What follows belongs to an exercise in optimizing a design on an open flow for small area, a short achievable clock period and few clock cycles per item; a production flow would make more cautious choices. The RTL of this run was laid out without a check of its function.

<file path="config.mk">
export PLATFORM = sky130hd
export DESIGN_NAME = booth_multiplier
export DESIGN_NICKNAME = booth_multiplier
export VERILOG_FILES = /design/flow/design.v
export SDC_FILE = /design/flow/constraint.sdc
export NUM_CORES = 4
export LEC_CHECK = 0
export CAP_MARGIN = 20
export CORE_MARGIN = 2
export CORE_UTILIZATION = 40
export PLACE_DENSITY = 0.75
export SETUP_SLACK_MARGIN = 2.0
export SLEW_MARGIN = 20
export SYNTH_HIERARCHICAL = 1
export SYNTH_MINIMUM_KEEP_SIZE = 0
</file>
<file path="constraint.sdc">
create_clock -name core_clock -period 5.0 [get_ports {clk}]
set_input_delay 1.0000 -clock core_clock [delete_from_list [all_inputs] [get_ports {clk}]]
set_output_delay 1.0000 -clock core_clock [all_outputs]
set_load 0.01 [all_outputs]
</file>
<file path="design.v">
module booth_multiplier(
    input         clk,
    input         reset_n,
    input         op_start,
    input         op_clear,
    input  [31:0] multiplier,
    input  [31:0] multiplicand,
    output        op_done,
    output [63:0] result
);
  reg       busy, done;
  reg [2:0] cnt;
  wire      idle = !busy && !done;
  wire      fin  = cnt[2];                        
  wire      last = (cnt == 3'd3);         
  reg  [31:0] m_q;           
  reg  [31:0] lo_q;          
  reg  [31:0] s_q, c_q;      
  reg  [7:0]  rs_q, rc_q;    
  reg         cy_q;          
  reg  [3:0]  one_q, two_q, ng_q;   
  function [11:0] enc;
    input [7:0] b;
    input       bm;
    integer i;
    reg [8:0] x;
    begin
      x = {b, bm};
      for (i = 0; i < 4; i = i + 1) begin
        enc[i]         = x[2*i+1] ^ x[2*i];
        enc[4+i]     = (x[2*i+2] & ~x[2*i+1] & ~x[2*i]) | (~x[2*i+2] & x[2*i+1] & x[2*i]);
        enc[8+i]   = x[2*i+2];
      end
    end
  endfunction
  wire [11:0] enc_next = busy ? enc(lo_q[15:8], lo_q[7]) : enc(multiplier[7:0], 1'b0);
  wire [32:0] mg0 = ({33{one_q[0]}} & {m_q[31], m_q}) | ({33{two_q[0]}} & {m_q, 1'b0});
  wire [32:0] pp0 = mg0 ^ {33{ng_q[0]}};
  wire [32:0] e0 = {~pp0[32], pp0[31:0]};
  wire [32:0] mg1 = ({33{one_q[1]}} & {m_q[31], m_q}) | ({33{two_q[1]}} & {m_q, 1'b0});
  wire [32:0] pp1 = mg1 ^ {33{ng_q[1]}};
  wire [32:0] e1 = {~pp1[32], pp1[31:0]};
  wire [32:0] mg2 = ({33{one_q[2]}} & {m_q[31], m_q}) | ({33{two_q[2]}} & {m_q, 1'b0});
  wire [32:0] pp2 = mg2 ^ {33{ng_q[2]}};
  wire [32:0] e2 = {~pp2[32], pp2[31:0]};
  wire [32:0] mg3 = ({33{one_q[3]}} & {m_q[31], m_q}) | ({33{two_q[3]}} & {m_q, 1'b0});
  wire [32:0] pp3 = mg3 ^ {33{ng_q[3]}};
  wire [32:0] e3 = {~pp3[32], pp3[31:0]};
  wire fs1;
  wire fc2;
  wire fs3;
  wire fc4;
  wire fs5;
  wire fc6;
  wire fs7;
  wire fc8;
  wire fs9;
  wire fc10;
  wire fs11;
  wire fc12;
  wire fs13;
  wire fc14;
  wire fs15;
  wire fc16;
  wire hs17;
  wire hc18;
  wire hs19;
  wire hc20;
  wire fs21;
  wire fc22;
  wire fs23;
  wire fc24;
  wire fs25;
  wire fc26;
  wire hs27;
  wire hc28;
  wire fs29;
  wire fc30;
  wire fs31;
  wire fc32;
  wire fs33;
  wire fc34;
  wire fs35;
  wire fc36;
  wire hs37;
  wire hc38;
  wire fs39;
  wire fc40;
  wire fs41;
  wire fc42;
  wire hs43;
  wire hc44;
  wire fs45;
  wire fc46;
  wire fs47;
  wire fc48;
  wire fs49;
  wire fc50;
  wire fs51;
  wire fc52;
  wire fs53;
  wire fc54;
  wire fs55;
  wire fc56;
  wire fs57;
  wire fc58;
  wire fs59;
  wire fc60;
  wire fs61;
  wire fc62;
  wire fs63;
  wire fc64;
  wire fs65;
  wire fc66;
  wire fs67;
  wire fc68;
  wire hs69;
  wire hc70;
  wire fs71;
  wire fc72;
  wire fs73;
  wire fc74;
  wire fs75;
  wire fc76;
  wire fs77;
  wire fc78;
  wire fs79;
  wire fc80;
  wire fs81;
  wire fc82;
  wire fs83;
  wire fc84;
  wire fs85;
  wire fc86;
  wire fs87;
  wire fc88;
  wire hs89;
  wire hc90;
  wire fs91;
  wire fc92;
  wire fs93;
  wire fc94;
  wire fs95;
  wire fc96;
  wire fs97;
  wire fc98;
  wire fs99;
  wire fc100;
  wire fs101;
  wire fc102;
  wire fs103;
  wire fc104;
  wire fs105;
  wire fc106;
  wire fs107;
  wire fc108;
  wire hs109;
  wire hc110;
  wire fs111;
  wire fc112;
  wire fs113;
  wire fc114;
  wire fs115;
  wire fc116;
  wire fs117;
  wire fc118;
  wire fs119;
  wire fc120;
  wire fs121;
  wire fc122;
  wire fs123;
  wire fc124;
  wire fs125;
  wire fc126;
  wire fs127;
  wire fc128;
  wire hs129;
  wire hc130;
  wire fs131;
  wire fc132;
  wire fs133;
  wire fc134;
  wire fs135;
  wire fc136;
  wire fs137;
  wire fc138;
  wire fs139;
  wire fc140;
  wire fs141;
  wire fc142;
  wire fs143;
  wire fc144;
  wire fs145;
  wire fc146;
  wire fs147;
  wire fc148;
  wire hs149;
  wire hc150;
  wire fs151;
  wire fc152;
  wire fs153;
  wire fc154;
  wire fs155;
  wire fc156;
  wire fs157;
  wire fc158;
  wire fs159;
  wire fc160;
  wire fs161;
  wire fc162;
  wire fs163;
  wire fc164;
  wire fs165;
  wire fc166;
  wire fs167;
  wire fc168;
  wire hs169;
  wire hc170;
  wire fs171;
  wire fc172;
  wire fs173;
  wire fc174;
  wire fs175;
  wire fc176;
  wire fs177;
  wire fc178;
  wire fs179;
  wire fc180;
  wire fs181;
  wire fc182;
  wire fs183;
  wire fc184;
  wire fs185;
  wire fc186;
  wire fs187;
  wire fc188;
  wire hs189;
  wire hc190;
  wire fs191;
  wire fc192;
  wire fs193;
  wire fc194;
  wire fs195;
  wire fc196;
  wire fs197;
  wire fc198;
  wire fs199;
  wire fc200;
  wire fs201;
  wire fc202;
  wire fs203;
  wire fc204;
  wire fs205;
  wire fc206;
  wire fs207;
  wire fc208;
  wire hs209;
  wire hc210;
  wire fs211;
  wire fc212;
  wire fs213;
  wire fc214;
  wire fs215;
  wire fc216;
  wire fs217;
  wire fc218;
  wire fs219;
  wire fc220;
  wire fs221;
  wire fc222;
  wire fs223;
  wire fc224;
  wire fs225;
  wire fc226;
  wire fs227;
  wire fc228;
  wire hs229;
  wire hc230;
  wire fs231;
  wire fc232;
  wire fs233;
  wire fc234;
  wire fs235;
  wire fc236;
  wire fs237;
  wire fc238;
  wire fs239;
  wire fc240;
  wire fs241;
  wire fc242;
  wire fs243;
  wire fc244;
  wire fs245;
  wire fc246;
  wire fs247;
  wire fc248;
  wire hs249;
  wire hc250;
  wire fs251;
  wire fc252;
  wire fs253;
  wire fc254;
  wire fs255;
  wire fc256;
  wire fs257;
  wire fc258;
  wire fs259;
  wire fc260;
  wire fs261;
  wire fc262;
  wire fs263;
  wire fc264;
  wire fs265;
  wire fc266;
  wire fs267;
  wire fc268;
  wire hs269;
  wire hc270;
  wire fs271;
  wire fc272;
  wire fs273;
  wire fc274;
  wire fs275;
  wire fc276;
  wire fs277;
  wire fc278;
  wire fs279;
  wire fc280;
  wire fs281;
  wire fc282;
  wire fs283;
  wire fc284;
  wire fs285;
  wire fc286;
  wire fs287;
  wire fc288;
  wire fs289;
  wire fc290;
  wire hs291;
  wire hc292;
  wire fs293;
  wire fc294;
  wire fs295;
  wire fc296;
  wire fs297;
  wire fc298;
  wire fs299;
  wire fc300;
  wire fs301;
  wire fc302;
  wire fs303;
  wire fc304;
  wire fs305;
  wire fc306;
  wire fs307;
  wire fc308;
  wire hs309;
  wire hc310;
  wire hs311;
  wire hc312;
  wire hs313;
  wire hc314;
  wire fs315;
  wire fc316;
  mul_fa u_fs1 (.a(c_q[0]), .b(ng_q[0]), .ci(s_q[0]), .s(fs1), .co(fc2));
  mul_fa u_fs3 (.a(c_q[1]), .b(s_q[1]), .ci(fc2), .s(fs3), .co(fc4));
  mul_fa u_fs5 (.a(c_q[2]), .b(ng_q[1]), .ci(s_q[2]), .s(fs5), .co(fc6));
  mul_fa u_fs7 (.a(fs5), .b(fc4), .ci(e0[2]), .s(fs7), .co(fc8));
  mul_fa u_fs9 (.a(c_q[3]), .b(s_q[3]), .ci(fc6), .s(fs9), .co(fc10));
  mul_fa u_fs11 (.a(fs9), .b(e0[3]), .ci(e1[1]), .s(fs11), .co(fc12));
  mul_fa u_fs13 (.a(c_q[4]), .b(ng_q[2]), .ci(s_q[4]), .s(fs13), .co(fc14));
  mul_fa u_fs15 (.a(fs13), .b(fc10), .ci(e0[4]), .s(fs15), .co(fc16));
  mul_ha u_hs17 (.a(e1[2]), .b(e2[0]), .s(hs17), .c(hc18));
  mul_ha u_hs19 (.a(hs17), .b(fc12), .s(hs19), .c(hc20));
  mul_fa u_fs21 (.a(c_q[5]), .b(s_q[5]), .ci(fc14), .s(fs21), .co(fc22));
  mul_fa u_fs23 (.a(fs21), .b(e0[5]), .ci(e1[3]), .s(fs23), .co(fc24));
  mul_fa u_fs25 (.a(e2[1]), .b(hc18), .ci(fc16), .s(fs25), .co(fc26));
  mul_ha u_hs27 (.a(fs23), .b(hc20), .s(hs27), .c(hc28));
  mul_fa u_fs29 (.a(c_q[6]), .b(ng_q[3]), .ci(s_q[6]), .s(fs29), .co(fc30));
  mul_fa u_fs31 (.a(fs29), .b(fc22), .ci(e0[6]), .s(fs31), .co(fc32));
  mul_fa u_fs33 (.a(e1[4]), .b(e2[2]), .ci(e3[0]), .s(fs33), .co(fc34));
  mul_fa u_fs35 (.a(fc24), .b(fs31), .ci(fs33), .s(fs35), .co(fc36));
  mul_ha u_hs37 (.a(fc26), .b(fs35), .s(hs37), .c(hc38));
  mul_fa u_fs39 (.a(c_q[7]), .b(s_q[7]), .ci(fc30), .s(fs39), .co(fc40));
  mul_fa u_fs41 (.a(fs39), .b(e0[7]), .ci(e1[5]), .s(fs41), .co(fc42));
  mul_ha u_hs43 (.a(e2[3]), .b(e3[1]), .s(hs43), .c(hc44));
  mul_fa u_fs45 (.a(hs43), .b(fc32), .ci(fc34), .s(fs45), .co(fc46));
  mul_fa u_fs47 (.a(fs41), .b(fc36), .ci(fs45), .s(fs47), .co(fc48));
  mul_fa u_fs49 (.a(c_q[8]), .b(s_q[8]), .ci(last), .s(fs49), .co(fc50));
  mul_fa u_fs51 (.a(fs49), .b(fc40), .ci(e0[8]), .s(fs51), .co(fc52));
  mul_fa u_fs53 (.a(e1[6]), .b(e2[4]), .ci(e3[2]), .s(fs53), .co(fc54));
  mul_fa u_fs55 (.a(hc44), .b(fc42), .ci(fs51), .s(fs55), .co(fc56));
  mul_fa u_fs57 (.a(fs53), .b(fc46), .ci(fs55), .s(fs57), .co(fc58));
  mul_fa u_fs59 (.a(c_q[9]), .b(s_q[9]), .ci(last), .s(fs59), .co(fc60));
  mul_fa u_fs61 (.a(fc50), .b(fs59), .ci(e0[9]), .s(fs61), .co(fc62));
  mul_fa u_fs63 (.a(e1[7]), .b(e2[5]), .ci(e3[3]), .s(fs63), .co(fc64));
  mul_fa u_fs65 (.a(fc52), .b(fc54), .ci(fs61), .s(fs65), .co(fc66));
  mul_fa u_fs67 (.a(fs63), .b(fc56), .ci(fs65), .s(fs67), .co(fc68));
  mul_ha u_hs69 (.a(c_q[10]), .b(s_q[10]), .s(hs69), .c(hc70));
  mul_fa u_fs71 (.a(hs69), .b(fc60), .ci(e0[10]), .s(fs71), .co(fc72));
  mul_fa u_fs73 (.a(e1[8]), .b(e2[6]), .ci(e3[4]), .s(fs73), .co(fc74));
  mul_fa u_fs75 (.a(fc62), .b(fc64), .ci(fs71), .s(fs75), .co(fc76));
  mul_fa u_fs77 (.a(fs73), .b(fc66), .ci(fs75), .s(fs77), .co(fc78));
  mul_fa u_fs79 (.a(c_q[11]), .b(s_q[11]), .ci(hc70), .s(fs79), .co(fc80));
  mul_fa u_fs81 (.a(last), .b(fs79), .ci(e0[11]), .s(fs81), .co(fc82));
  mul_fa u_fs83 (.a(e1[9]), .b(e2[7]), .ci(e3[5]), .s(fs83), .co(fc84));
  mul_fa u_fs85 (.a(fc72), .b(fc74), .ci(fs81), .s(fs85), .co(fc86));
  mul_fa u_fs87 (.a(fs83), .b(fc76), .ci(fs85), .s(fs87), .co(fc88));
  mul_ha u_hs89 (.a(c_q[12]), .b(s_q[12]), .s(hs89), .c(hc90));
  mul_fa u_fs91 (.a(hs89), .b(fc80), .ci(e0[12]), .s(fs91), .co(fc92));
  mul_fa u_fs93 (.a(e1[10]), .b(e2[8]), .ci(e3[6]), .s(fs93), .co(fc94));
  mul_fa u_fs95 (.a(fc82), .b(fc84), .ci(fs91), .s(fs95), .co(fc96));
  mul_fa u_fs97 (.a(fs93), .b(fc86), .ci(fs95), .s(fs97), .co(fc98));
  mul_fa u_fs99 (.a(c_q[13]), .b(s_q[13]), .ci(hc90), .s(fs99), .co(fc100));
  mul_fa u_fs101 (.a(last), .b(fs99), .ci(e0[13]), .s(fs101), .co(fc102));
  mul_fa u_fs103 (.a(e1[11]), .b(e2[9]), .ci(e3[7]), .s(fs103), .co(fc104));
  mul_fa u_fs105 (.a(fc92), .b(fc94), .ci(fs101), .s(fs105), .co(fc106));
  mul_fa u_fs107 (.a(fs103), .b(fc96), .ci(fs105), .s(fs107), .co(fc108));
  mul_ha u_hs109 (.a(c_q[14]), .b(s_q[14]), .s(hs109), .c(hc110));
  mul_fa u_fs111 (.a(hs109), .b(fc100), .ci(e0[14]), .s(fs111), .co(fc112));
  mul_fa u_fs113 (.a(e1[12]), .b(e2[10]), .ci(e3[8]), .s(fs113), .co(fc114));
  mul_fa u_fs115 (.a(fc102), .b(fc104), .ci(fs111), .s(fs115), .co(fc116));
  mul_fa u_fs117 (.a(fs113), .b(fc106), .ci(fs115), .s(fs117), .co(fc118));
  mul_fa u_fs119 (.a(c_q[15]), .b(s_q[15]), .ci(hc110), .s(fs119), .co(fc120));
  mul_fa u_fs121 (.a(last), .b(fs119), .ci(e0[15]), .s(fs121), .co(fc122));
  mul_fa u_fs123 (.a(e1[13]), .b(e2[11]), .ci(e3[9]), .s(fs123), .co(fc124));
  mul_fa u_fs125 (.a(fc112), .b(fc114), .ci(fs121), .s(fs125), .co(fc126));
  mul_fa u_fs127 (.a(fs123), .b(fc116), .ci(fs125), .s(fs127), .co(fc128));
  mul_ha u_hs129 (.a(c_q[16]), .b(s_q[16]), .s(hs129), .c(hc130));
  mul_fa u_fs131 (.a(hs129), .b(fc120), .ci(e0[16]), .s(fs131), .co(fc132));
  mul_fa u_fs133 (.a(e1[14]), .b(e2[12]), .ci(e3[10]), .s(fs133), .co(fc134));
  mul_fa u_fs135 (.a(fc122), .b(fc124), .ci(fs131), .s(fs135), .co(fc136));
  mul_fa u_fs137 (.a(fs133), .b(fc126), .ci(fs135), .s(fs137), .co(fc138));
  mul_fa u_fs139 (.a(c_q[17]), .b(s_q[17]), .ci(hc130), .s(fs139), .co(fc140));
  mul_fa u_fs141 (.a(last), .b(fs139), .ci(e0[17]), .s(fs141), .co(fc142));
  mul_fa u_fs143 (.a(e1[15]), .b(e2[13]), .ci(e3[11]), .s(fs143), .co(fc144));
  mul_fa u_fs145 (.a(fc132), .b(fc134), .ci(fs141), .s(fs145), .co(fc146));
  mul_fa u_fs147 (.a(fs143), .b(fc136), .ci(fs145), .s(fs147), .co(fc148));
  mul_ha u_hs149 (.a(c_q[18]), .b(s_q[18]), .s(hs149), .c(hc150));
  mul_fa u_fs151 (.a(hs149), .b(fc140), .ci(e0[18]), .s(fs151), .co(fc152));
  mul_fa u_fs153 (.a(e1[16]), .b(e2[14]), .ci(e3[12]), .s(fs153), .co(fc154));
  mul_fa u_fs155 (.a(fc142), .b(fc144), .ci(fs151), .s(fs155), .co(fc156));
  mul_fa u_fs157 (.a(fs153), .b(fc146), .ci(fs155), .s(fs157), .co(fc158));
  mul_fa u_fs159 (.a(c_q[19]), .b(s_q[19]), .ci(hc150), .s(fs159), .co(fc160));
  mul_fa u_fs161 (.a(last), .b(fs159), .ci(e0[19]), .s(fs161), .co(fc162));
  mul_fa u_fs163 (.a(e1[17]), .b(e2[15]), .ci(e3[13]), .s(fs163), .co(fc164));
  mul_fa u_fs165 (.a(fc152), .b(fc154), .ci(fs161), .s(fs165), .co(fc166));
  mul_fa u_fs167 (.a(fs163), .b(fc156), .ci(fs165), .s(fs167), .co(fc168));
  mul_ha u_hs169 (.a(c_q[20]), .b(s_q[20]), .s(hs169), .c(hc170));
  mul_fa u_fs171 (.a(hs169), .b(fc160), .ci(e0[20]), .s(fs171), .co(fc172));
  mul_fa u_fs173 (.a(e1[18]), .b(e2[16]), .ci(e3[14]), .s(fs173), .co(fc174));
  mul_fa u_fs175 (.a(fc162), .b(fc164), .ci(fs171), .s(fs175), .co(fc176));
  mul_fa u_fs177 (.a(fs173), .b(fc166), .ci(fs175), .s(fs177), .co(fc178));
  mul_fa u_fs179 (.a(c_q[21]), .b(s_q[21]), .ci(hc170), .s(fs179), .co(fc180));
  mul_fa u_fs181 (.a(last), .b(fs179), .ci(e0[21]), .s(fs181), .co(fc182));
  mul_fa u_fs183 (.a(e1[19]), .b(e2[17]), .ci(e3[15]), .s(fs183), .co(fc184));
  mul_fa u_fs185 (.a(fc172), .b(fc174), .ci(fs181), .s(fs185), .co(fc186));
  mul_fa u_fs187 (.a(fs183), .b(fc176), .ci(fs185), .s(fs187), .co(fc188));
  mul_ha u_hs189 (.a(c_q[22]), .b(s_q[22]), .s(hs189), .c(hc190));
  mul_fa u_fs191 (.a(hs189), .b(fc180), .ci(e0[22]), .s(fs191), .co(fc192));
  mul_fa u_fs193 (.a(e1[20]), .b(e2[18]), .ci(e3[16]), .s(fs193), .co(fc194));
  mul_fa u_fs195 (.a(fc182), .b(fc184), .ci(fs191), .s(fs195), .co(fc196));
  mul_fa u_fs197 (.a(fs193), .b(fc186), .ci(fs195), .s(fs197), .co(fc198));
  mul_fa u_fs199 (.a(c_q[23]), .b(s_q[23]), .ci(hc190), .s(fs199), .co(fc200));
  mul_fa u_fs201 (.a(last), .b(fs199), .ci(e0[23]), .s(fs201), .co(fc202));
  mul_fa u_fs203 (.a(e1[21]), .b(e2[19]), .ci(e3[17]), .s(fs203), .co(fc204));
  mul_fa u_fs205 (.a(fc192), .b(fc194), .ci(fs201), .s(fs205), .co(fc206));
  mul_fa u_fs207 (.a(fs203), .b(fc196), .ci(fs205), .s(fs207), .co(fc208));
  mul_ha u_hs209 (.a(c_q[24]), .b(s_q[24]), .s(hs209), .c(hc210));
  mul_fa u_fs211 (.a(hs209), .b(fc200), .ci(e0[24]), .s(fs211), .co(fc212));
  mul_fa u_fs213 (.a(e1[22]), .b(e2[20]), .ci(e3[18]), .s(fs213), .co(fc214));
  mul_fa u_fs215 (.a(fc202), .b(fc204), .ci(fs211), .s(fs215), .co(fc216));
  mul_fa u_fs217 (.a(fs213), .b(fc206), .ci(fs215), .s(fs217), .co(fc218));
  mul_fa u_fs219 (.a(c_q[25]), .b(s_q[25]), .ci(hc210), .s(fs219), .co(fc220));
  mul_fa u_fs221 (.a(last), .b(fs219), .ci(e0[25]), .s(fs221), .co(fc222));
  mul_fa u_fs223 (.a(e1[23]), .b(e2[21]), .ci(e3[19]), .s(fs223), .co(fc224));
  mul_fa u_fs225 (.a(fc212), .b(fc214), .ci(fs221), .s(fs225), .co(fc226));
  mul_fa u_fs227 (.a(fs223), .b(fc216), .ci(fs225), .s(fs227), .co(fc228));
  mul_ha u_hs229 (.a(c_q[26]), .b(s_q[26]), .s(hs229), .c(hc230));
  mul_fa u_fs231 (.a(hs229), .b(fc220), .ci(e0[26]), .s(fs231), .co(fc232));
  mul_fa u_fs233 (.a(e1[24]), .b(e2[22]), .ci(e3[20]), .s(fs233), .co(fc234));
  mul_fa u_fs235 (.a(fc222), .b(fc224), .ci(fs231), .s(fs235), .co(fc236));
  mul_fa u_fs237 (.a(fs233), .b(fc226), .ci(fs235), .s(fs237), .co(fc238));
  mul_fa u_fs239 (.a(c_q[27]), .b(s_q[27]), .ci(hc230), .s(fs239), .co(fc240));
  mul_fa u_fs241 (.a(last), .b(fs239), .ci(e0[27]), .s(fs241), .co(fc242));
  mul_fa u_fs243 (.a(e1[25]), .b(e2[23]), .ci(e3[21]), .s(fs243), .co(fc244));
  mul_fa u_fs245 (.a(fc232), .b(fc234), .ci(fs241), .s(fs245), .co(fc246));
  mul_fa u_fs247 (.a(fs243), .b(fc236), .ci(fs245), .s(fs247), .co(fc248));
  mul_ha u_hs249 (.a(c_q[28]), .b(s_q[28]), .s(hs249), .c(hc250));
  mul_fa u_fs251 (.a(hs249), .b(fc240), .ci(e0[28]), .s(fs251), .co(fc252));
  mul_fa u_fs253 (.a(e1[26]), .b(e2[24]), .ci(e3[22]), .s(fs253), .co(fc254));
  mul_fa u_fs255 (.a(fc242), .b(fc244), .ci(fs251), .s(fs255), .co(fc256));
  mul_fa u_fs257 (.a(fs253), .b(fc246), .ci(fs255), .s(fs257), .co(fc258));
  mul_fa u_fs259 (.a(c_q[29]), .b(s_q[29]), .ci(hc250), .s(fs259), .co(fc260));
  mul_fa u_fs261 (.a(last), .b(fs259), .ci(e0[29]), .s(fs261), .co(fc262));
  mul_fa u_fs263 (.a(e1[27]), .b(e2[25]), .ci(e3[23]), .s(fs263), .co(fc264));
  mul_fa u_fs265 (.a(fc252), .b(fc254), .ci(fs261), .s(fs265), .co(fc266));
  mul_fa u_fs267 (.a(fs263), .b(fc256), .ci(fs265), .s(fs267), .co(fc268));
  mul_ha u_hs269 (.a(c_q[30]), .b(s_q[30]), .s(hs269), .c(hc270));
  mul_fa u_fs271 (.a(hs269), .b(fc260), .ci(e0[30]), .s(fs271), .co(fc272));
  mul_fa u_fs273 (.a(e1[28]), .b(e2[26]), .ci(e3[24]), .s(fs273), .co(fc274));
  mul_fa u_fs275 (.a(fc262), .b(fc264), .ci(fs271), .s(fs275), .co(fc276));
  mul_fa u_fs277 (.a(fs273), .b(fc266), .ci(fs275), .s(fs277), .co(fc278));
  mul_fa u_fs279 (.a(c_q[31]), .b(s_q[31]), .ci(hc270), .s(fs279), .co(fc280));
  mul_fa u_fs281 (.a(last), .b(fs279), .ci(e0[31]), .s(fs281), .co(fc282));
  mul_fa u_fs283 (.a(e1[29]), .b(e2[27]), .ci(e3[25]), .s(fs283), .co(fc284));
  mul_fa u_fs285 (.a(fc272), .b(fc274), .ci(fs281), .s(fs285), .co(fc286));
  mul_fa u_fs287 (.a(fs283), .b(fc276), .ci(fs285), .s(fs287), .co(fc288));
  mul_fa u_fs289 (.a(fc280), .b(e0[32]), .ci(e1[30]), .s(fs289), .co(fc290));
  mul_ha u_hs291 (.a(e2[28]), .b(e3[26]), .s(hs291), .c(hc292));
  mul_fa u_fs293 (.a(hs291), .b(fc282), .ci(fc284), .s(fs293), .co(fc294));
  mul_fa u_fs295 (.a(fs289), .b(fc286), .ci(fs293), .s(fs295), .co(fc296));
  mul_fa u_fs297 (.a(last), .b(e1[31]), .ci(e2[29]), .s(fs297), .co(fc298));
  mul_fa u_fs299 (.a(e3[27]), .b(hc292), .ci(fc290), .s(fs299), .co(fc300));
  mul_fa u_fs301 (.a(fs297), .b(fc294), .ci(fs299), .s(fs301), .co(fc302));
  mul_fa u_fs303 (.a(e1[32]), .b(e2[30]), .ci(e3[28]), .s(fs303), .co(fc304));
  mul_fa u_fs305 (.a(fc298), .b(fs303), .ci(fc300), .s(fs305), .co(fc306));
  mul_fa u_fs307 (.a(last), .b(e2[31]), .ci(e3[29]), .s(fs307), .co(fc308));
  mul_ha u_hs309 (.a(fc304), .b(fs307), .s(hs309), .c(hc310));
  mul_ha u_hs311 (.a(e2[32]), .b(e3[30]), .s(hs311), .c(hc312));
  mul_ha u_hs313 (.a(hs311), .b(fc308), .s(hs313), .c(hc314));
  mul_fa u_fs315 (.a(last), .b(e3[31]), .ci(hc312), .s(fs315), .co(fc316));
  wire [39:0] sn = {last, e3[32], hc314, hc310, fc306, fc302, fc296, fc288, fc278, fc268, fc258, fc248, fc238, fc228, fc218, fc208, fc198, fc188, fc178, fc168, fc158, fc148, fc138, fc128, fc118, fc108, fc98, fc88, fc78, fc68, fc58, fc48, hc38, hc28, fs25, fs15, fc8, e1[0], e0[1], e0[0]};
  wire [39:0] cn = {1'b0, fc316, fs315, hs313, hs309, fs305, fs301, fs295, fs287, fs277, fs267, fs257, fs247, fs237, fs227, fs217, fs207, fs197, fs187, fs177, fs167, fs157, fs147, fs137, fs127, fs117, fs107, fs97, fs87, fs77, fs67, fs57, fs47, hs37, hs27, hs19, fs11, fs7, fs3, fs1};
  wire [39:0] ad_sum;
  wire        ad_cy;                     
  mul_add40 u_ad (.a({s_q, rs_q}), .b({c_q, rc_q}), .ci(cy_q), .s(ad_sum), .ct(ad_cy));
  assign op_done = done;
  assign result  = {s_q[31:0], lo_q};
  always @(posedge clk or negedge reset_n) begin
    if (!reset_n) begin
      busy <= 1'b0;
      done <= 1'b0;
    end else if (op_clear) begin
      busy <= 1'b0;
      done <= 1'b0;
    end else if (idle) begin
      busy <= op_start;
    end else if (busy && fin) begin
      busy <= 1'b0;
      done <= 1'b1;
    end
  end
  always @(posedge clk) begin
    cnt <= busy ? cnt + 3'd1 : 3'd0;
    if (!busy)
      m_q <= multiplicand;
    if (idle)
      lo_q <= multiplier;
    else if (busy)
      lo_q <= {ad_sum[7:0], lo_q[31:8]};
    if (idle)
      s_q  <= 0;
    else if (busy)
      s_q  <= fin ? ad_sum[39:8] : sn[39:8];
    c_q  <= busy ? cn[39:8] : 32'd0;
    rs_q <= busy ? sn[7:0] : 8'd0;
    rc_q <= busy ? cn[7:0] : 8'd0;
    cy_q <= busy & ad_cy;
    {ng_q, two_q, one_q} <= enc_next;
  end
endmodule
module mul_fa(input a, input b, input ci, output s, output co);
  assign s  = a ^ b ^ ci;
  assign co = (a & b) | (ci & (a ^ b));
endmodule
module mul_ha(input a, input b, output s, output c);
  assign s = a ^ b;
  assign c = a & b;
endmodule
module mul_add40(input [39:0] a, input [39:0] b, input ci, output [39:0] s, output ct);
  wire [39:0] p = a ^ b;
  wire [39:0] g0 = a & b;
  wire [39:0] g = {g0[39:1], g0[0] | (p[0] & ci)};
  wire gg1 = g[1] | (p[1] & g[0]);
  wire pq2 = p[1] & p[0];
  wire gg3 = g[3] | (p[3] & g[2]);
  wire pq4 = p[3] & p[2];
  wire gg5 = g[5] | (p[5] & g[4]);
  wire pq6 = p[5] & p[4];
  wire gg7 = g[7] | (p[7] & g[6]);
  wire pq8 = p[7] & p[6];
  wire gg9 = g[9] | (p[9] & g[8]);
  wire pq10 = p[9] & p[8];
  wire gg11 = g[11] | (p[11] & g[10]);
  wire pq12 = p[11] & p[10];
  wire gg13 = g[13] | (p[13] & g[12]);
  wire pq14 = p[13] & p[12];
  wire gg15 = g[15] | (p[15] & g[14]);
  wire pq16 = p[15] & p[14];
  wire gg17 = g[17] | (p[17] & g[16]);
  wire pq18 = p[17] & p[16];
  wire gg19 = g[19] | (p[19] & g[18]);
  wire pq20 = p[19] & p[18];
  wire gg21 = g[21] | (p[21] & g[20]);
  wire pq22 = p[21] & p[20];
  wire gg23 = g[23] | (p[23] & g[22]);
  wire pq24 = p[23] & p[22];
  wire gg25 = g[25] | (p[25] & g[24]);
  wire pq26 = p[25] & p[24];
  wire gg27 = g[27] | (p[27] & g[26]);
  wire pq28 = p[27] & p[26];
  wire gg29 = g[29] | (p[29] & g[28]);
  wire pq30 = p[29] & p[28];
  wire gg31 = g[31] | (p[31] & g[30]);
  wire pq32 = p[31] & p[30];
  wire gg33 = g[33] | (p[33] & g[32]);
  wire pq34 = p[33] & p[32];
  wire gg35 = g[35] | (p[35] & g[34]);
  wire pq36 = p[35] & p[34];
  wire gg37 = g[37] | (p[37] & g[36]);
  wire pq38 = p[37] & p[36];
  wire gg39 = g[39] | (p[39] & g[38]);
  wire pq40 = p[39] & p[38];
  wire gg41 = g[2] | (p[2] & gg1);
  wire pq42 = p[2] & pq2;
  wire gg43 = gg3 | (pq4 & gg1);
  wire pq44 = pq4 & pq2;
  wire gg45 = g[6] | (p[6] & gg5);
  wire pq46 = p[6] & pq6;
  wire gg47 = gg7 | (pq8 & gg5);
  wire pq48 = pq8 & pq6;
  wire gg49 = g[10] | (p[10] & gg9);
  wire pq50 = p[10] & pq10;
  wire gg51 = gg11 | (pq12 & gg9);
  wire pq52 = pq12 & pq10;
  wire gg53 = g[14] | (p[14] & gg13);
  wire pq54 = p[14] & pq14;
  wire gg55 = gg15 | (pq16 & gg13);
  wire pq56 = pq16 & pq14;
  wire gg57 = g[18] | (p[18] & gg17);
  wire pq58 = p[18] & pq18;
  wire gg59 = gg19 | (pq20 & gg17);
  wire pq60 = pq20 & pq18;
  wire gg61 = g[22] | (p[22] & gg21);
  wire pq62 = p[22] & pq22;
  wire gg63 = gg23 | (pq24 & gg21);
  wire pq64 = pq24 & pq22;
  wire gg65 = g[26] | (p[26] & gg25);
  wire pq66 = p[26] & pq26;
  wire gg67 = gg27 | (pq28 & gg25);
  wire pq68 = pq28 & pq26;
  wire gg69 = g[30] | (p[30] & gg29);
  wire pq70 = p[30] & pq30;
  wire gg71 = gg31 | (pq32 & gg29);
  wire pq72 = pq32 & pq30;
  wire gg73 = g[34] | (p[34] & gg33);
  wire pq74 = p[34] & pq34;
  wire gg75 = gg35 | (pq36 & gg33);
  wire pq76 = pq36 & pq34;
  wire gg77 = g[38] | (p[38] & gg37);
  wire pq78 = p[38] & pq38;
  wire gg79 = gg39 | (pq40 & gg37);
  wire pq80 = pq40 & pq38;
  wire gg81 = g[4] | (p[4] & gg43);
  wire pq82 = p[4] & pq44;
  wire gg83 = gg5 | (pq6 & gg43);
  wire pq84 = pq6 & pq44;
  wire gg85 = gg45 | (pq46 & gg43);
  wire pq86 = pq46 & pq44;
  wire gg87 = gg47 | (pq48 & gg43);
  wire pq88 = pq48 & pq44;
  wire gg89 = g[12] | (p[12] & gg51);
  wire pq90 = p[12] & pq52;
  wire gg91 = gg13 | (pq14 & gg51);
  wire pq92 = pq14 & pq52;
  wire gg93 = gg53 | (pq54 & gg51);
  wire pq94 = pq54 & pq52;
  wire gg95 = gg55 | (pq56 & gg51);
  wire pq96 = pq56 & pq52;
  wire gg97 = g[20] | (p[20] & gg59);
  wire pq98 = p[20] & pq60;
  wire gg99 = gg21 | (pq22 & gg59);
  wire pq100 = pq22 & pq60;
  wire gg101 = gg61 | (pq62 & gg59);
  wire pq102 = pq62 & pq60;
  wire gg103 = gg63 | (pq64 & gg59);
  wire pq104 = pq64 & pq60;
  wire gg105 = g[28] | (p[28] & gg67);
  wire pq106 = p[28] & pq68;
  wire gg107 = gg29 | (pq30 & gg67);
  wire pq108 = pq30 & pq68;
  wire gg109 = gg69 | (pq70 & gg67);
  wire pq110 = pq70 & pq68;
  wire gg111 = gg71 | (pq72 & gg67);
  wire pq112 = pq72 & pq68;
  wire gg113 = g[36] | (p[36] & gg75);
  wire pq114 = p[36] & pq76;
  wire gg115 = gg37 | (pq38 & gg75);
  wire pq116 = pq38 & pq76;
  wire gg117 = gg77 | (pq78 & gg75);
  wire pq118 = pq78 & pq76;
  wire gg119 = gg79 | (pq80 & gg75);
  wire pq120 = pq80 & pq76;
  wire gg121 = g[8] | (p[8] & gg87);
  wire pq122 = p[8] & pq88;
  wire gg123 = gg9 | (pq10 & gg87);
  wire pq124 = pq10 & pq88;
  wire gg125 = gg49 | (pq50 & gg87);
  wire pq126 = pq50 & pq88;
  wire gg127 = gg51 | (pq52 & gg87);
  wire pq128 = pq52 & pq88;
  wire gg129 = gg89 | (pq90 & gg87);
  wire pq130 = pq90 & pq88;
  wire gg131 = gg91 | (pq92 & gg87);
  wire pq132 = pq92 & pq88;
  wire gg133 = gg93 | (pq94 & gg87);
  wire pq134 = pq94 & pq88;
  wire gg135 = gg95 | (pq96 & gg87);
  wire pq136 = pq96 & pq88;
  wire gg137 = g[24] | (p[24] & gg103);
  wire pq138 = p[24] & pq104;
  wire gg139 = gg25 | (pq26 & gg103);
  wire pq140 = pq26 & pq104;
  wire gg141 = gg65 | (pq66 & gg103);
  wire pq142 = pq66 & pq104;
  wire gg143 = gg67 | (pq68 & gg103);
  wire pq144 = pq68 & pq104;
  wire gg145 = gg105 | (pq106 & gg103);
  wire pq146 = pq106 & pq104;
  wire gg147 = gg107 | (pq108 & gg103);
  wire pq148 = pq108 & pq104;
  wire gg149 = gg109 | (pq110 & gg103);
  wire pq150 = pq110 & pq104;
  wire gg151 = gg111 | (pq112 & gg103);
  wire pq152 = pq112 & pq104;
  wire gg153 = g[16] | (p[16] & gg135);
  wire pq154 = p[16] & pq136;
  wire gg155 = gg17 | (pq18 & gg135);
  wire pq156 = pq18 & pq136;
  wire gg157 = gg57 | (pq58 & gg135);
  wire pq158 = pq58 & pq136;
  wire gg159 = gg59 | (pq60 & gg135);
  wire pq160 = pq60 & pq136;
  wire gg161 = gg97 | (pq98 & gg135);
  wire pq162 = pq98 & pq136;
  wire gg163 = gg99 | (pq100 & gg135);
  wire pq164 = pq100 & pq136;
  wire gg165 = gg101 | (pq102 & gg135);
  wire pq166 = pq102 & pq136;
  wire gg167 = gg103 | (pq104 & gg135);
  wire pq168 = pq104 & pq136;
  wire gg169 = gg137 | (pq138 & gg135);
  wire pq170 = pq138 & pq136;
  wire gg171 = gg139 | (pq140 & gg135);
  wire pq172 = pq140 & pq136;
  wire gg173 = gg141 | (pq142 & gg135);
  wire pq174 = pq142 & pq136;
  wire gg175 = gg143 | (pq144 & gg135);
  wire pq176 = pq144 & pq136;
  wire gg177 = gg145 | (pq146 & gg135);
  wire pq178 = pq146 & pq136;
  wire gg179 = gg147 | (pq148 & gg135);
  wire pq180 = pq148 & pq136;
  wire gg181 = gg149 | (pq150 & gg135);
  wire pq182 = pq150 & pq136;
  wire gg183 = gg151 | (pq152 & gg135);
  wire pq184 = pq152 & pq136;
  wire gg185 = g[32] | (p[32] & gg183);
  wire pq186 = p[32] & pq184;
  wire gg187 = gg33 | (pq34 & gg183);
  wire pq188 = pq34 & pq184;
  wire gg189 = gg73 | (pq74 & gg183);
  wire pq190 = pq74 & pq184;
  wire gg191 = gg75 | (pq76 & gg183);
  wire pq192 = pq76 & pq184;
  wire gg193 = gg113 | (pq114 & gg183);
  wire pq194 = pq114 & pq184;
  wire gg195 = gg115 | (pq116 & gg183);
  wire pq196 = pq116 & pq184;
  wire gg197 = gg117 | (pq118 & gg183);
  wire pq198 = pq118 & pq184;
  wire gg199 = gg119 | (pq120 & gg183);
  wire pq200 = pq120 & pq184;
  assign s = p ^ {gg197, gg195, gg193, gg191, gg189, gg187, gg185, gg183, gg181, gg179, gg177, gg175, gg173, gg171, gg169, gg167, gg165, gg163, gg161, gg159, gg157, gg155, gg153, gg135, gg133, gg131, gg129, gg127, gg125, gg123, gg121, gg87, gg85, gg83, gg81, gg43, gg41, gg1, g[0], ci};
  assign ct = gg87;
endmodule
</file>
<file path="flow/run.sh">
#!/bin/bash
# Standard layout, except: plain buf_1 cells as the port buffers, and a
# clock tree of clkbuf_4 cells without dummy loads.
export BUFFER_PORTS_ARGS="-buffer_cell sky130_fd_sc_hd__buf_1"
export CTS_ARGS="-sink_clustering_enable -repair_clock_nets -dont_use_dummy_load -root_buf sky130_fd_sc_hd__clkbuf_16 -buf_list \"sky130_fd_sc_hd__clkbuf_4 sky130_fd_sc_hd__clkbuf_8\""
bash standard.sh > standard.log 2>&1
</file>
<file path="standard.sh">
#!/bin/bash
# synth_recipe.tcl (not shown) runs the flow's synth.tcl, then flattens the netlist and writes it again
# the make line also repeats each setting of config.mk as NAME=value (left out here)
make -C /OpenROAD-flow-scripts/flow DESIGN_CONFIG=/design/flow/config.mk WORK_HOME=/design/flow/orfs CLKGATE_MAP_FILE= SYNTH_SCRIPT=/design/flow/synth_recipe.tcl "${@:-finish}"
</file>
==> results.cfg <==
[worst_setup_path]
reg2reg_from = cnt[0]
path_max_fanout = 3
setup.worst_path.end_class = flip-flop
crit_type = reg -> reg
crit_path_start_kind = flip-flop
worstPathRequired_ns = 5.25
ff2ff_setup_slack_ns = 2.00
arrival_ns = 3.25
reg2regPathDepth = 8
r2r-end = s_q[1]
critPathLaunch = cnt[0]

[place]
port_buffers = 132
place_area_um2 = 13650
dp_cells = 1611
gp_congestion = 0.8552
dpl.hpwl_mm = 23.34
post-place-ws_ns = 1.493

[drt]
drt_first_pass_iters = 5
ant_nets = 0
routed_wl_mm = 31.79
wire_per_inst_um = 19.39
dr_wl_met3_mm = 1.988
drt_iter0_drc = 575
wl_met1_mm = 13.46
dr_wl_met2_mm = 15.77
vias = 8892
top_layer_used = met4
vias_per_cell = 5.425
drc = 0

[power_and_ir_drop]
power.density_nw_per_um2 = 522.2
p_int_mw = 4.185
p_sw_share_pct = 43.24
seq_power_share_pct = 28.0
power.share.clock_pct = 10.3
vdd_drop_max_mv = 0.1797
power_switching_mw = 3.189
power_leakage_nw = 5.492
comb_power_share_pct = 61.7
power.total_mw = 7.374

[sta]
fin_crit_sh_pct = 60.03
rsz0062_at_grt = true
max_freq_mhz = 333.2
slew_headroom_pct = 45.44
hold_viol_final = 0
final-max-slew-violation-count = 0
setup-tns-final_ns = 0
worstMarginPinSlew_ns = 0.8185
fin_skew_ns = 0.03597
setup_viol = 0
fin_hold_ws_ns = 0.3779
timing.final.crit_period_ns = 3.002
worst_slack_ns = 1.998

[synthesis]
netlist.area_leader.share_pct = 22.11
ys_seq_area_share_pct = 29.51
synth_cell_types = 62
syn_inst = 1123
synthFlopType = dfxtp_1
synth_warnings = 7
synth_top_family_by_area = adder cells
syn_area_um2 = 13130
async_reset_ff_share_pct = 1.242
yosysTopAreaCell = fa_1
synth-xor-area-share_pct = 11.41
synth-compound-area-share_pct = 13.36
syn_area_per_cell_um2 = 11.69
synth_edf_count = 64
ys_ff_latch = 161
synthTopCellsByArea = fa_1 22%, edfxtp_1 15%, dfxtp_1 14%
synth_adder_area_share_pct = 27.73
synth.mux.area_fraction_pct = 5.937
yosys.area_share.simple_pct = 6.347

[cells_and_area]
drive_gt1_share_pct = 12.70
final_common_cell = xnor2_1
diodes = 0
instances_no_fill = 1639
postLayoutCoreUtil_pct = 43.52
finalInstanceArea_um2 = 14120
nets = 1471
final_cell_mix = 146 x xnor2_1, 132 x buf_1, 129 x fa_1
syn2layout_area_growth_pct = 7.567

[floorplanning]
placeableCoreArea_um2 = 32450
fp-row-count = 66
die_h_um = 185.2
num_io_pins = 133
initial_utilization_pct = 40.45
fp.dieArea_um2 = 34290
fp.dieW_um = 185.2

[flow_run]
drv_cap = 0

[outcome]
status = finished clean

[clock_tree]
clkLatencyLatePin_ns = 0.40
clock-sinks = 161
numCtsBuffers = 17
cts_buffer_depth = 2
htree_levels = 4
clock_tree.root_cell = clkbuf_16
clkTransAtPathRegs_ns = 0.09
cts_tree = built

[worst_hold_path]
hp-class = in -> async

[grt]
antenna_found_initial = 0
gr-usage-all-layers_pct = 19.19
grt_max_degree = 70
grt_pass1_wl_mm = 50.31
grt_pass1_vias = 9166
grt-ovfl-total = 0
[Yosys stat by module (local to each module, per instance)]
module            times used  area (um2)  cells  flip-flops and latches
booth_multiplier           1        8488    762                     161
mul_add40                  1        1628    203                       0
mul_fa                   138       20.02      1                       0
mul_ha                    20       12.51      1                       0
[cell usage after synthesis, drive strengths merged, types with 2 or more instances]
master,n
nor2,22
mux2,35
o21ai,50
xor2,25
a21oi,28
nand4,2
edfxtp,64
dfxtp,95
a221oi,2
xnor2,146
nand3,33
a211oi,2
nor3b,2
a21o,12
nand3b,3
o41ai,2
clkbuf,12
nor2b,3
and2,49
mux2i,31
nor3,5
a22oi,124
o2111ai,2
and3b,3
nand2,29
buf,89
ha,59
dfrtp,2
a31oi,6
o21bai,3
and3,3
fa,145
inv,22
[worst max-delay path, cell delays in order (launching register included)]
cell and delay, ns:
dfxtp_2 0.35, ha_4 0.17, ha_4 0.20, fa_1 0.53
fa_1 0.60, fa_1 0.44, fa_2 0.36, mux2i_1 0.13
o21ai_0 0.08
[cell type report]
class | instances | area [um2]
inverter | 22 | 83.83
timing repair buffer | 157 | 694.4
clock buffer | 17 | 245.2
tap | 442 | 553.0
fill | 2979 | 18330
multi-input combinational | 840 | 8643
sequential | 161 | 3902
[flip-flops by register name, summed over array words and instances, names as in the netlist, 8 cells and up]
signal	cells
lo_q	32
m_q	32
s_q	32
rc_q	8
rs_q	8
c_q	31
[layer usage]
| metal | vias to the layer above | track usage (%) |
|---|---|---|
| li1 | 4060 | - |
| met3 | 36 | 4.090 |
| met4 | 0 | 6.381 |
| met1 | 4502 | 25.21 |
| met5 | - | 0 |
| met2 | 294 | 31.52 |
[cell families (layout without fill, tap and decap cells)]
family,after synthesis,count (layout)
AO/OA/AOI/OAI,241,241
XOR/XNOR,171,171
adder cells (fa/ha/maj),204,204
buffers and inverters,123,196
flip-flops,161,161
multiplexers,66,66
other,1,2
AND/OR/NAND/NOR,156,156
[what timing repair did]
| item | 4_1_cts | 5_1_grt |
|---|---|---|
| setup buffers | 8 | 3 |
| hold buffers | 0 | 0 |
| setup endpoints to repair | 64 | 34 |
| pin swaps | 6 | 20 |
| gates resized for setup | 12 | 42 |
[worst max-delay path by stage]
stage              end
2_1_floorplan   c_q[1]
3_3_place_gp   s_q[31]
3_5_place_dp   s_q[31]
4_1_cts        s_q[21]
5_1_grt        s_q[25]
6_report        s_q[1]
[power groups by stage]
stage	clock network (mW)	logic (mW)	registers, mW
floorplan	0	3.28	1.94
global placement	0	4.31	2.08
detailed placement	0	4.46	2.09
CTS	0.773	4.48	2.06
global route	0.821	5.20	2.11
finish	0.757	4.55	2.07

-- what the ideal ports hide --
Ports are ideal in the flow. The routed layout listed here was re-timed in OpenROAD.
Step 1, drivers: a clkbuf_16 drives clk and a buf_2 each remaining input, both assumed.
Step 2 adds t to the input delays and takes it off the output delays; t is the mean of the earliest and latest rising clock arrival at the registers after step 1. Input paths then give back, and output paths get back, about the clock's delay inside the block.
Three values: ideal ports, drivers, drivers and shift; two values: the first two.
t (ns): 0.426
slack for setup (ns): 1.998 / 1.998 / 1.998
worst setup path at the end: register to register
cell pins on the clock port's net: 1
After both steps setup and hold are still met in this run. For this run, drivers alone change the setup slack by 0.000 ns; drivers and shift together by 0.000 ns.
